From an optimization exercise on the open Yosys and OpenROAD flow, aimed at small area, a short achievable clock period and few clock cycles per item; shortcuts taken in it are not production practice.
At most, simulation tests tie the RTL to the original design; equivalence was not proved.
No activity file was given, so power comes from the tool's default toggle rates.

==> flow/design.v <==
module booth_controller(
    input clk,
    input rst,
    input [1:0] mode,
    input start,
    input [15:0] M,
    input [15:0] Q,
    output [31:0] result,
    output done
);
  reg [31:0] z;
  reg [15:0] Mr;
  reg        m0;            
  reg        lb1, lb2, lb3, w2, w2b, w1, g2, g1, g1s, g2s;
  reg [2:0]  ltr;
  reg        busy;
  reg [2:0]  cnt;
  always @(posedge clk) begin
    Mr <= M;
    m0 <= ~mode[1] & ~mode[0];
    lb1 <= mode[1];
    lb2 <= mode[1] | mode[0];
    lb3 <= mode[1] & ~mode[0];
    w2 <= mode[1] & ~rst;
    w1 <= mode[0] & ~mode[1] & ~rst;
    w2b <= mode[1] | (rst & mode[0]);
    g2 <= mode[1] & ~mode[0] & ~rst;
    g1 <= mode[0] & ~rst;
    g1s <= (mode[1] | mode[0]) & ~rst;
    g2s <= mode[1] & ~(rst & mode[0]);
    if (!busy) ltr <= {mode[1], mode[1] | mode[0], mode[1]};
  end
  wire [3:0] lb = {lb3, lb2, lb1, 1'b1};
  wire [15:0] As = {z[31:28],
                    g2s ? z[23:20] : z[27:24],
                    g1s ? z[15:12] : z[23:20],
                    g2 ? z[7:4] : g1 ? z[11:8] : z[19:16]};
  function [5:0] enc;       
    input [4:0] x;          
    enc = {x[1] ^ x[0], (x[2] & ~x[1] & ~x[0]) | (~x[2] & x[1] & x[0]), x[2],
           x[3] ^ x[2], (x[4] & ~x[3] & ~x[2]) | (~x[4] & x[3] & x[2]), x[4]};
  endfunction
  wire [4:0] ld0 = {Q[3:0], 1'b0};
  wire [4:0] ld1 = {Q[7:4], 1'b0};
  wire [4:0] ld2 = {Q[11:8], 1'b0};
  wire [4:0] ld3 = {Q[15:12], 1'b0};
  wire [4:0] ls1 = mode[1] ? ld1 : ld0;
  wire [4:0] ls2 = (mode == 2'b00) ? ld0 : ld2;
  wire [4:0] ls3 = mode[1] ? ld3 : mode[0] ? ld2 : ld0;
  wire [4:0] nx0 = {z[7:4], z[3]};
  wire [4:0] nx1 = {z[23:20], z[19]};
  wire [4:0] nx2 = m0 ? nx0 : nx1;
  reg [5:0] dg [0:3];
  always @(posedge clk) begin
    dg[0] <= enc(busy ? nx0 : ld0);
    dg[1] <= enc(busy ? nx0 : ls1);
    dg[2] <= enc(busy ? nx2 : ls2);
    dg[3] <= enc(busy ? nx2 : ls3);
  end
  wire [3:0] a_one, a_two, a_neg, b_one, b_two, b_neg;
  genvar b, j;
  generate
    for (b = 0; b < 4; b = b + 1) begin : g_dig
      assign {a_one[b], a_two[b], a_neg[b], b_one[b], b_two[b], b_neg[b]} = dg[b];
    end
  endgenerate
  function [35:0] add36;
    input [35:0] a, b;
    reg [35:0] p, g, c;
    integer i, k, j;
    begin
      p = a ^ b;
      g = a & b;
      for (i = 0; i < 6; i = i + 1)
        for (k = 0; k < 36; k = k + 1)
          if ((k >> i) & 1) begin
            j = ((k >> i) << i) - 1;
            g[k] = g[k] | (p[k] & g[j]);
            p[k] = p[k] & p[j];
          end
      c = {g[34:0], 1'b0};
      add36 = a ^ b ^ c;
    end
  endfunction
  wire [15:0] Mp = {Mr[14:12], Mr[11] & ~lb[3], Mr[10:8], Mr[7] & ~lb[2],
                    Mr[6:4], Mr[3] & ~lb[1], Mr[2:0], 1'b0};
  wire [15:0] P0, P1, R1, X, C, V;
  generate
    for (j = 0; j < 16; j = j + 1) begin : g_col
      localparam integer B = j / 4, R = j % 4;
      assign P0[j] = ((a_one[B] & Mr[j]) | (a_two[B] & Mp[j])) ^ a_neg[B];
      assign P1[j] = ((b_one[B] & Mr[j]) | (b_two[B] & Mp[j])) ^ b_neg[B];
      if (j == 0) begin : g_r0
        assign R1[j] = a_neg[0];
        assign V[j]  = b_neg[0];
      end else if (j == 1) begin : g_r1
        assign R1[j] = b_neg[0];
        assign V[j]  = C[j-1];
      end else if (R == 0) begin : g_l0
        assign R1[j] = lb[B] ? a_neg[B] : P1[j-2];
        assign V[j]  = lb[B] ? b_neg[B] : C[j-1];
      end else if (R == 1) begin : g_l1
        assign R1[j] = lb[B] ? b_neg[B] : P1[j-2];
        assign V[j]  = C[j-1];
      end else begin : g_in
        assign R1[j] = P1[j-2];
        assign V[j]  = C[j-1];
      end
      assign X[j] = As[j] ^ P0[j] ^ R1[j];
      assign C[j] = (As[j] & P0[j]) | (As[j] & R1[j]) | (P0[j] & R1[j]);
    end
  endgenerate
  wire [3:0] xe [0:3];
  wire [3:0] ye [0:3];
  generate
    for (b = 0; b < 4; b = b + 1) begin : g_ext
      wire as = (b == 0 || b == 2) ? 1'b0 : As[4*b+3];
      wire s0 = ((a_one[b] | a_two[b]) & Mr[4*b+3]) ^ a_neg[b];
      wire s1 = ((b_one[b] | b_two[b]) & Mr[4*b+3]) ^ b_neg[b];
      wire e0 = P1[4*b+2], e1 = P1[4*b+3];
      wire x2 = as ^ s0 ^ s1;
      wire c2 = (as & s0) | (as & s1) | (s0 & s1);
      assign xe[b] = {x2, x2, as ^ s0 ^ e1, as ^ s0 ^ e0};
      assign ye[b] = {c2, (as & s0) | (as & e1) | (s0 & e1),
                      (as & s0) | (as & e0) | (s0 & e0), C[4*b+3]};
    end
  endgenerate
  wire [3:0] gu = ~lb | b_neg;
  wire [3:0] gv = lb & b_neg;
  wire [3:0] lt = {1'b1, ltr};
  wire [3:0] ue [0:3];
  wire [3:0] we [0:3];
  generate
    for (b = 0; b < 4; b = b + 1) begin : g_eop
      assign ue[b] = lt[b] ? xe[b] : 4'b1111;
      assign we[b] = lt[b] ? ye[b] : 4'b0000;
    end
  endgenerate
  wire [35:0] U = {ue[3], X[15:12], gu[3], ue[2], X[11:8], gu[2],
                   ue[1], X[7:4], gu[1], ue[0], X[3:0], gu[0]};
  wire [35:0] W = {we[3], V[15:12], gv[3], we[2], V[11:8], gv[2],
                   we[1], V[7:4], gv[1], we[0], V[3:0], gv[0]};
  wire [35:0] T = add36(U, W);
  wire [15:0] S = {T[31:28], T[22:19], T[13:10], T[4:1]};
  wire [3:0] E [0:3];
  assign E[0] = T[8:5];
  assign E[1] = T[17:14];
  assign E[2] = T[26:23];
  assign E[3] = T[35:32];
  wire [31:0] zn = {E[3], S[15:12],
                    w2 ? E[2] : S[11:8],
                    w2 ? S[11:8] : w1 ? z[23:20] : S[7:4],
                    m0 ? S[3:0] : E[1],
                    m0 ? z[15:12] : S[7:4],
                    w2b ? E[0] : w1 ? S[3:0] : z[11:8],
                    w2b ? S[3:0] : z[7:4]};
  wire [31:0] zi = {4'd0,
                    mode[1] ? Q[15:12] : 4'd0,
                    (mode == 2'b01) ? Q[15:12] : 4'd0,
                    (mode == 2'b00) ? 4'd0 : Q[11:8],
                    (mode == 2'b00) ? Q[15:12] : 4'd0,
                    mode[1] ? Q[7:4] : mode[0] ? 4'd0 : Q[11:8],
                    mode[1] ? 4'd0 : Q[7:4],
                    Q[3:0]};
  always @(posedge clk)
    z <= busy ? zn : zi;
  wire last = (cnt == 3'd0);
  always @(posedge clk) begin
    if (rst) busy <= 1'b0;
    else if (busy) busy <= ~last;
    else busy <= start;
    if (busy) cnt <= cnt - 3'd1;
    else cnt <= mode[1] ? 3'd1 : mode[0] ? 3'd2 : 3'd4;
  end
  assign result = z;
  assign done = busy & last;
endmodule
clock: 11.0 ns
lec_check: 0
abc_area: 1
cap_margin: 60
core_margin: 2
core_utilization: 40
cts_buf_list: sky130_fd_sc_hd__clkbuf_8
setup_slack_margin: 5
slew_margin: 60
standard.sh (not shown) runs the stock make flow with config.mk's settings and CLKGATE_MAP_FILE= SYNTH_SCRIPT=/design/flow/synth_recipe.tcl, a recipe that flattens the netlist after the stock synthesis.
==> flow/flow/run.sh <==
#!/bin/bash
# The standard layout, with the smallest buffer on every input and output
# port instead of the delay buffer that buffer_ports picks by default.
set -euo pipefail
export BUFFER_PORTS_ARGS="-buffer_cell sky130_fd_sc_hd__buf_1"
bash standard.sh > standard.log 2>&1
Testbench counts at the start, summed over its fixed seeds: cycles 17,319, items 4,000.
Rerun with:
--- a/flow/design.v
+++ b/flow/design.v
@@ -10,11 +10,10 @@
 );
   reg [31:0] z;
   reg [15:0] Mr;
   reg        m0;            
   reg        lb1, lb2, lb3, w2, w2b, w1, g2, g1, g1s, g2s;
-  reg [2:0]  ltr;
   reg        busy;
   reg [2:0]  cnt;
   always @(posedge clk) begin
     Mr <= M;
     m0 <= ~mode[1] & ~mode[0];
@@ -26,11 +25,10 @@
     w2b <= mode[1] | (rst & mode[0]);
     g2 <= mode[1] & ~mode[0] & ~rst;
     g1 <= mode[0] & ~rst;
     g1s <= (mode[1] | mode[0]) & ~rst;
     g2s <= mode[1] & ~(rst & mode[0]);
-    if (!busy) ltr <= {mode[1], mode[1] | mode[0], mode[1]};
   end
   wire [3:0] lb = {lb3, lb2, lb1, 1'b1};
   wire [15:0] As = {z[31:28],
                     g2s ? z[23:20] : z[27:24],
                     g1s ? z[15:12] : z[23:20],
@@ -65,21 +63,24 @@
     end
   endgenerate
   function [35:0] add36;
     input [35:0] a, b;
     reg [35:0] p, g, c;
-    integer i, k, j;
+    integer i, k;
     begin
       p = a ^ b;
       g = a & b;
-      for (i = 0; i < 6; i = i + 1)
-        for (k = 0; k < 36; k = k + 1)
-          if ((k >> i) & 1) begin
-            j = ((k >> i) << i) - 1;
-            g[k] = g[k] | (p[k] & g[j]);
-            p[k] = p[k] & p[j];
-          end
+      for (i = 1; i <= 6; i = i + 1)
+        for (k = (1 << i) - 1; k < 36; k = k + (1 << i)) begin
+          g[k] = g[k] | (p[k] & g[k - (1 << (i - 1))]);
+          p[k] = p[k] & p[k - (1 << (i - 1))];
+        end
+      for (i = 6; i > 0; i = i - 1)
+        for (k = (1 << i) + (1 << (i - 1)) - 1; k < 36; k = k + (1 << i)) begin
+          g[k] = g[k] | (p[k] & g[k - (1 << (i - 1))]);
+          p[k] = p[k] & p[k - (1 << (i - 1))];
+        end
       c = {g[34:0], 1'b0};
       add36 = a ^ b ^ c;
     end
   endfunction
   wire [15:0] Mp = {Mr[14:12], Mr[11] & ~lb[3], Mr[10:8], Mr[7] & ~lb[2],
@@ -125,11 +126,11 @@
                       (as & s0) | (as & e0) | (s0 & e0), C[4*b+3]};
     end
   endgenerate
   wire [3:0] gu = ~lb | b_neg;
   wire [3:0] gv = lb & b_neg;
-  wire [3:0] lt = {1'b1, ltr};
+  wire [3:0] lt = {1'b1, lb[3:1]};
   wire [3:0] ue [0:3];
   wire [3:0] we [0:3];
   generate
     for (b = 0; b < 4; b = b + 1) begin : g_eop
       assign ue[b] = lt[b] ? xe[b] : 4'b1111;
Effect: Routed wire length came out lower by 9.8%. Final cell count came out lower by 14%. Non-clock buffer count does not change. Via count came out lower by 12%. Power came out lower by 7.5%. Register-to-register slack got worse by 350 ps. Die area came out lower by 6.2%. Clock skew barely changes.
Function not checked in the second run of this note: the RTL went through the layout flow alone.

* * *

Another version of the RTL of booth_controller (not shown whole).
Size in the first run: ~70 I/O pins, about 0.0033 mm² of cells after synthesis.
==> module booth_controller, before the edit <==
module booth_controller(
    input clk,
    input rst,
    input [1:0] mode,
    input start,
    input [15:0] M,
    input [15:0] Q,
    output [31:0] result,
    output done
);
  reg [31:0] z;
  reg [3:0]  pb;       
  reg        busy;
  reg [2:0]  cnt;
  wire m2 = mode[1];
  wire m1 = mode[0];
  wire m0 = ~mode[1] & ~mode[0];
  wire [3:0] lb = {m2, ~m0, m2, 1'b1};
  wire [31:0] zi = m0 ? {16'b0, Q} :
                   m1 ? {8'b0, Q[15:8], 8'b0, Q[7:0]} :
                        {4'b0, Q[15:12], 4'b0, Q[11:8], 4'b0, Q[7:4], 4'b0, Q[3:0]};
  wire [31:0] zc = busy ? z : zi;
  wire [3:0]  pc = busy ? pb : 4'b0;
  wire [3:0] q1 = {zc[25], zc[17], zc[9], zc[1]};
  wire [3:0] q0 = {zc[24], zc[16], zc[8], zc[0]};
  wire [3:0] r_one = q0 ^ pc;
  wire [3:0] r_two = (q1 & ~q0 & ~pc) | (~q1 & q0 & pc);
  wire [3:0] r_neg = q1;
  wire [3:0] one, two, neg;
  assign one[0] = r_one[0];  assign two[0] = r_two[0];  assign neg[0] = r_neg[0];
  assign one[1] = m2 ? r_one[1] : r_one[0];
  assign two[1] = m2 ? r_two[1] : r_two[0];
  assign neg[1] = m2 ? r_neg[1] : r_neg[0];
  assign one[2] = m0 ? r_one[0] : r_one[2];
  assign two[2] = m0 ? r_two[0] : r_two[2];
  assign neg[2] = m0 ? r_neg[0] : r_neg[2];
  assign one[3] = m2 ? r_one[3] : m1 ? r_one[2] : r_one[0];
  assign two[3] = m2 ? r_two[3] : m1 ? r_two[2] : r_two[0];
  assign neg[3] = m2 ? r_neg[3] : m1 ? r_neg[2] : r_neg[0];
  wire [15:0] A;
  assign A[3:0]   = m0 ? zc[19:16] : m1 ? zc[11:8] : zc[7:4];
  assign A[7:4]   = m0 ? zc[23:20] : zc[15:12];
  assign A[11:8]  = m2 ? zc[23:20] : zc[27:24];
  assign A[15:12] = zc[31:28];
  wire [15:0] Ms = {M[14:12], M[11] & ~lb[3], M[10:8], M[7] & ~lb[2],
                    M[6:4], M[3] & ~lb[1], M[2:0], 1'b0};
  wire [15:0] P;
  genvar j;
  generate
    for (j = 0; j < 16; j = j + 1) begin : g_pp
      assign P[j] = ((one[j/4] & M[j]) | (two[j/4] & Ms[j])) ^ neg[j/4];
    end
  endgenerate
  wire [4:0] c;
  wire [15:0] S;
  wire [3:0] e0, e1;    
  assign c[0] = neg[0];
  generate
    for (j = 0; j < 4; j = j + 1) begin : g_blk
      wire [4:0] t = {1'b0, A[4*j+3:4*j]} + {1'b0, P[4*j+3:4*j]} + {4'b0, (j == 0) ? c[0] : (lb[j] ? neg[j] : c[j])};
      assign S[4*j+3:4*j] = t[3:0];
      assign c[j+1] = t[4];
      wire as = A[4*j+3];
      wire ps = ((one[j] | two[j]) & M[4*j+3]) ^ neg[j];
      assign e0[j] = as ^ ps ^ t[4];
      assign e1[j] = as ^ ps ^ ((as & ps) | (as & t[4]) | (ps & t[4]));
    end
  endgenerate
  wire [31:0] zn = m0 ? {e1[3], e0[3], S[15:2], S[1:0], zc[15:2]} :
                   m1 ? {e1[3], e0[3], S[15:10], S[9:8], zc[23:18],
                         e1[1], e0[1], S[7:2], S[1:0], zc[7:2]} :
                        {e1[3], e0[3], S[15:14], S[13:12], zc[27:26],
                         e1[2], e0[2], S[11:10], S[9:8], zc[19:18],
                         e1[1], e0[1], S[7:6], S[5:4], zc[11:10],
                         e1[0], e0[0], S[3:2], S[1:0], zc[3:2]};
  always @(posedge clk) begin
    z  <= zn;
    pb <= q1;
  end
  wire last = (cnt == 3'd0);
  always @(posedge clk) begin
    if (rst) busy <= 1'b0;
    else if (busy) busy <= ~last;
    else busy <= start;
    if (busy) cnt <= cnt - 3'd1;
    else cnt <= m0 ? 3'd6 : m1 ? 3'd2 : 3'd0;
  end
  assign result = zn;
  assign done = busy & last;
endmodule
export LEC_CHECK = 0
export CAP_MARGIN = 20
export CORE_MARGIN = 2
export CORE_UTILIZATION = 40
export SLEW_MARGIN = 20
create_clock -name core_clock -period 11.0 [get_ports {clk}]
run.sh (not shown) runs the stock make flow with config.mk's settings and CLKGATE_MAP_FILE= SYNTH_SCRIPT=/design/flow/synth_recipe.tcl, a recipe that flattens the netlist after the stock synthesis.
Stock flow here: none of the scripts above is used.
Testbench counts at the start, summed over its fixed seeds: cycles 18,638, items 4,000.
Then changed:
--- a/flow/design.v
+++ b/flow/design.v
@@ -83,8 +83,8 @@
     else if (busy) busy <= ~last;
     else busy <= start;
     if (busy) cnt <= cnt - 3'd1;
-    else cnt <= m0 ? 3'd6 : m1 ? 3'd2 : 3'd0;
+    else cnt <= m0 ? 3'd7 : m1 ? 3'd3 : 3'd1;
   end
-  assign result = zn;
+  assign result = z;
   assign done = busy & last;
 endmodule
Setup slack is better by 2000 ps.
Area after synthesis stays the same.
Clock power drops by about 3%.
Utilization drops by 1.5 points.
First-iteration DRC count drops by about 8%.
Die area is unchanged.
Clock skew climbs by 11 ps.
Count of clock-buffer cells in the layout drops by 1.
Routed wire length drops by 4.8%.
Power drops by about 8%.
Worst hold slack is worse by 11 ps.
Synthesized cell count does not change.
Non-clock buffer count drops by 12.
Only the layout flow was run in the second run of this note; the RTL was not checked for function there.

## static timing again, ports no longer ideal
Ports are ideal in the flow. The routed layouts listed here were re-timed in OpenROAD. Step 1: set_driving_cell puts a clkbuf_16 on clk and a buf_2 on each other input, an assumption about the parent block. Step 2 adds t to the input delays and takes it off the output delays; t is the mean of the earliest and latest rising clock arrival at the registers after step 1. Input paths then give back, and output paths get back, about the clock's delay inside the block. Slacks: ideal / step 1 / step 2; pairs: ideal / step 1.
run | shift t [ns] | setup WS [ns] | worst setup path at the end
the first run of note 1 | 0.414 | 7.282 / 7.282 / 7.089 | input to register
the second run of note 1 | 0.408 | 6.929 / 6.929 / 6.929 | register to register
the first run of note 2 | 0.318 | 0.340 / 0.310 / 0.310 | input to output
the second run of note 2 | 0.330 | 2.315 / 2.314 / 1.984 | input to register
After both steps every run listed still meets setup and hold. The setup slack of the second run of note 2, which loses most, moves by -0.001 ns with the drivers and by -0.331 ns with both steps.
